This design comes from an exercise in tuning for small area, a short achievable clock period and few clock cycles on the open sky130 flow, not from production work.
In this exercise RTL edits were held to simulation tests only and were not proved equivalent to the original.
Power is estimated from default activity; no workload was simulated.

==> 12-26 <==
## cache
module cache #(
    parameter  LINE_ADDR_LEN = 3,  
    parameter  SET_ADDR_LEN  = 2,  
    parameter  TAG_ADDR_LEN  = 6,  
    parameter  WAY_CNT       = 4   
)(
    input   logic           clk,
    input   logic           rst,
    output  logic           miss,        
    input   logic   [31:0]  addr,        
    input   logic           rd_req,      
    output  logic   [31:0]  rd_data,     
    input   logic           wr_req,      
    input   logic   [31:0]  wr_data,     
    output  logic   [TAG_ADDR_LEN+SET_ADDR_LEN-1:0] mem_addr,
    output  logic                                   mem_rd_req,
    output  logic                                   mem_wr_req,
    output  logic   [32*(1<<LINE_ADDR_LEN)-1:0]     mem_wr_data,
    input   logic   [32*(1<<LINE_ADDR_LEN)-1:0]     mem_rd_data,
    input   logic                                   mem_gnt
);
    localparam NW = 8;       
    localparam NS = 4;       
    localparam NA = 4;       
    localparam NL = NS*NA;   
    logic [31:0] data  [NL][NW];
    logic [5:0]  tags  [NL];
    logic [NL-1:0] valid;
    logic [NL-1:0] dirty;
    logic [5:0]  lru   [NS];
    logic st_look, st_chk, st_rd, st_wb, st_fill;
    logic [5:0]    tag_r;
    logic [NS-1:0] set_r;        
    logic [NW-1:0] wsel_r;       
    logic          we_r;         
    logic          hit_r;
    logic [NL-1:0] sel_r;        
    logic          vdirty_r;     
    logic          miss_r, mem_rd_req_r, mem_wr_req_r;
    logic [7:0]    mem_addr_r;
    logic [255:0]  wb_q;         
    logic [31:0]   rd_q;
    wire req = rd_req | wr_req;
    logic [NL-1:0] hitl;
    always_comb begin
        for (int l = 0; l < NL; l++)
            hitl[l] = valid[l] && tags[l] == addr[12:7] && addr[6:5] == l/NA;
    end
    wire hit = |hitl;
    logic [5:0] m;
    logic [NA-1:0] vict_w;
    logic [NL-1:0] vict;
    always_comb begin
        m = '0;
        for (int s = 0; s < NS; s++) if (set_r[s]) m = m | lru[s];
        vict_w[0] =  m[0] &  m[1] &  m[2];
        vict_w[1] = !m[0] &  m[3] &  m[4];
        vict_w[2] = !m[1] & !m[3] &  m[5];
        vict_w[3] = !m[2] & !m[4] & !m[5];
  ...
Settings: LEC_CHECK=0, CAP_MARGIN=20, CORE_MARGIN=2, CORE_UTILIZATION=50, CTS_CLUSTER_DIAMETER=100, CTS_CLUSTER_SIZE=25, PLACE_DENSITY=0.6, SLEW_MARGIN=20; clock period 18.0 ns.
standard.sh (not shown) runs the stock make flow with config.mk's settings and CLKGATE_MAP_FILE= SYNTH_SCRIPT=/design/flow/synth_recipe.tcl, a recipe that flattens the netlist after the stock synthesis.
==> flow/flow/run.sh <==
#!/bin/bash
# Layout flow: the standard flow (standard.sh, unchanged synthesis, same SDC and
# clock period) with two changes to how the layout is made:
#  - timing repair aims at a larger setup margin, so that repair works on the
#    paths that set the achieved period (the clock period itself is unchanged);
#  - the port buffers inserted for every input and output are plain buf_2 cells.
# The make output goes to flow_make.log; each ORFS step writes its own log under orfs/logs.
set -euo pipefail
bash standard.sh \
  SETUP_SLACK_MARGIN=13 \
  "BUFFER_PORTS_ARGS=-buffer_cell sky130_fd_sc_hd__buf_2" \
  finish > flow_make.log 2>&1
==> 09-14: changes against 12-26 <==
--- a/flow/design.v
+++ b/flow/design.v
@@ -101,17 +101,20 @@
     assign mem_wr_req = mem_wr_req_r;
     logic [5:0] vtag;
     always_comb begin
         vtag = '0;
         for (int l = 0; l < NL; l++) if (sel_r[l]) vtag = vtag | tags[l];
     end
+    logic [1:0] set_b;
+    assign set_b = {set_r[3] | set_r[2], set_r[3] | set_r[1]};
+    wire wb_next = (gnt_rd && vdirty_r) || (st_wb && !mem_gnt);
     always_ff @(posedge clk) begin
         if (st_look)
             mem_addr_r <= addr[12:5];
-        else if (gnt_rd)
-            mem_addr_r[7:2] <= vtag;
+        else
+            mem_addr_r <= {wb_next ? vtag : tag_r, set_b};
     end
     assign mem_addr = mem_addr_r;
     logic [255:0] line_q;
     always_comb begin
         line_q = '0;
         for (int l = 0; l < NL; l++)
- CAP_MARGIN: 20 -> 10
- CORE_UTILIZATION: 50 -> 35
- PLACE_DENSITY: 0.6 -> 0.45
- SLEW_MARGIN: 20 -> 10
==> 10-25: changes against 12-26 <==
--- a/flow/design.v
+++ b/flow/design.v
@@ -101,17 +101,20 @@
     assign mem_wr_req = mem_wr_req_r;
     logic [5:0] vtag;
     always_comb begin
         vtag = '0;
         for (int l = 0; l < NL; l++) if (sel_r[l]) vtag = vtag | tags[l];
     end
+    logic [1:0] set_b;
+    assign set_b = {set_r[3] | set_r[2], set_r[3] | set_r[1]};
+    wire wb_next = (gnt_rd && vdirty_r) || (st_wb && !mem_gnt);
     always_ff @(posedge clk) begin
         if (st_look)
             mem_addr_r <= addr[12:5];
-        else if (gnt_rd)
-            mem_addr_r[7:2] <= vtag;
+        else
+            mem_addr_r <= {wb_next ? vtag : tag_r, set_b};
     end
     assign mem_addr = mem_addr_r;
     logic [255:0] line_q;
     always_comb begin
         line_q = '0;
         for (int l = 0; l < NL; l++)
- CORE_UTILIZATION: 50 -> 35
- PLACE_DENSITY: 0.6 -> 0.45
==> 11-21: changes against 12-26 <==
--- a/flow/design.v
+++ b/flow/design.v
@@ -101,17 +101,20 @@
     assign mem_wr_req = mem_wr_req_r;
     logic [5:0] vtag;
     always_comb begin
         vtag = '0;
         for (int l = 0; l < NL; l++) if (sel_r[l]) vtag = vtag | tags[l];
     end
+    logic [1:0] set_b;
+    assign set_b = {set_r[3] | set_r[2], set_r[3] | set_r[1]};
+    wire wb_next = (gnt_rd && vdirty_r) || (st_wb && !mem_gnt);
     always_ff @(posedge clk) begin
         if (st_look)
             mem_addr_r <= addr[12:5];
-        else if (gnt_rd)
-            mem_addr_r[7:2] <= vtag;
+        else
+            mem_addr_r <= {wb_next ? vtag : tag_r, set_b};
     end
     assign mem_addr = mem_addr_r;
     logic [255:0] line_q;
     always_comb begin
         line_q = '0;
         for (int l = 0; l < NL; l++)
--- a/flow/flow/run.sh
+++ b/flow/flow/run.sh
@@ -4,9 +4,9 @@
 #  - timing repair aims at a larger setup margin, so that repair works on the
 #    paths that set the achieved period (the clock period itself is unchanged);
 #  - the port buffers inserted for every input and output are plain buf_2 cells.
 # The make output goes to flow_make.log; each ORFS step writes its own log under orfs/logs.
 set -euo pipefail
 bash standard.sh \
-  SETUP_SLACK_MARGIN=13 \
+  SETUP_SLACK_MARGIN=12.8 \
   "BUFFER_PORTS_ARGS=-buffer_cell sky130_fd_sc_hd__buf_2" \
   finish > flow_make.log 2>&1
- CAP_MARGIN: 20 -> 10
- CORE_UTILIZATION: 50 -> 35
- PLACE_DENSITY: 0.6 -> 0.45
- SLEW_MARGIN: 20 -> 10
==> qor.csv <==
metric,value,unit
status,"complete, no violations",
FF-to-FF path depth,10,
synth unique cells,40,
clock latency (worst-skew pair),0.98,ns
fill cell count,25300,
DP Worst Slack,12.28,ns
CP max FO,1,
WL met3,93.7,mm
R2R Path Start,sel_r[15]$_DFFE_PP_,
"Area growth, synth to finish",10.9,%
Peak supply drop,0.108,mV
number of setup buffers added after CTS,1,
CTS Buf Count,208,
power in the clock group,5580,uW
pin count of the biggest net entering global routing,95,
sw frac,25.7,%
Comb power frac,11.5,%
first-pass GRT wire length,870,mm
dpl hpwl,422,mm
Worst EP required,14.40,ns
the above is filed under 12-26

==> qor.csv <==
metric,value,unit
power in the clock group,5850,uW
sw frac,26.6,%
"Area growth, synth to finish",11.6,%
Peak supply drop,0.0778,mV
fill cell count,42800,
CTS Buf Count,212,
clock latency (worst-skew pair),1.07,ns
dpl hpwl,481,mm
FF-to-FF path depth,9,
R2R Path Start,sel_r[5]$_DFFE_PP_,
Worst EP required,18.86,ns
number of setup buffers added after CTS,0,
Comb power frac,11.6,%
CP max FO,34,
status,"complete, no violations",
synth unique cells,41,
the above is filed under 11-21

==> qor.csv <==
metric,value,unit
"Area growth, synth to finish",12.4,%
first-pass GRT wire length,944,mm
sw frac,26.6,%
status,"complete, no violations",
Worst EP required,14.40,ns
"non-filler cells, final",15800,
clock latency (worst-skew pair),1.04,ns
number of setup buffers added after CTS,10,
R2R Path Start,sel_r[12]$_DFFE_PP_,
WL met3,86.5,mm
synth unique cells,41,
Peak supply drop,0.0857,mV
dpl hpwl,481,mm
CTS Buf Count,211,
pin count of the biggest net entering global routing,82,
DP Worst Slack,12.26,ns
the above is filed under 10-25

==> qor.csv <==
metric,value,unit
FF-to-FF path depth,10,
status,finished with violations,
CP max FO,1,
Layout Check Fails,max-slew violations,
synth unique cells,41,
first-pass GRT wire length,944,mm
Slew Limit Fails,1,
"Area growth, synth to finish",12.4,%
number of setup buffers added after CTS,9,
Peak supply drop,0.0846,mV
Worst EP required,14.40,ns
CTS Buf Count,211,
WL met3,87.9,mm
fill cell count,42600,
clock latency (worst-skew pair),1.06,ns
R2R Path Start,sel_r[12]$_DFFE_PP_,
sw frac,26.5,%
the above is filed under 09-14

Testbench counts of 12-26, summed over its fixed seeds: cycles 130,394.
Testbench counts of 09-14, summed over its fixed seeds: cycles 130,394.
Testbench counts of 10-25, summed over its fixed seeds: cycles 130,394.
Testbench counts of 11-21, summed over its fixed seeds: cycles 130,394.

[separate check: timing with driven ports]
The results above use ideal ports. As a check the final layouts listed here were re-extracted and re-timed, cells and wires unchanged. Step 1 sets driving cells, clkbuf_16 on the clock port and buf_2 on the other inputs (assumed; they add their load-dependent delay and slew). Step 2 adds t to the input delays and takes it off the output delays; t is the mean of the earliest and latest rising clock arrival at the registers after step 1. Input paths then give back, and output paths get back, about the clock's delay inside the block. Three values: no drivers, after step 1, after step 2; two values: the first two.
run	shift t [ns]	setup WS [ns]	worst setup path at the end
12-26	1.054	12.741 / 12.630 / 12.178	input to register
09-14	1.129	12.733 / 12.605 / 12.196	input to register
10-25	1.114	12.739 / 12.614 / 12.185	input to register
11-21	1.119	12.589 / 12.545 / 12.051	input to register
The setup slack of 12-26, which loses most, moves by -0.111 ns with the drivers and by -0.563 ns with both steps.
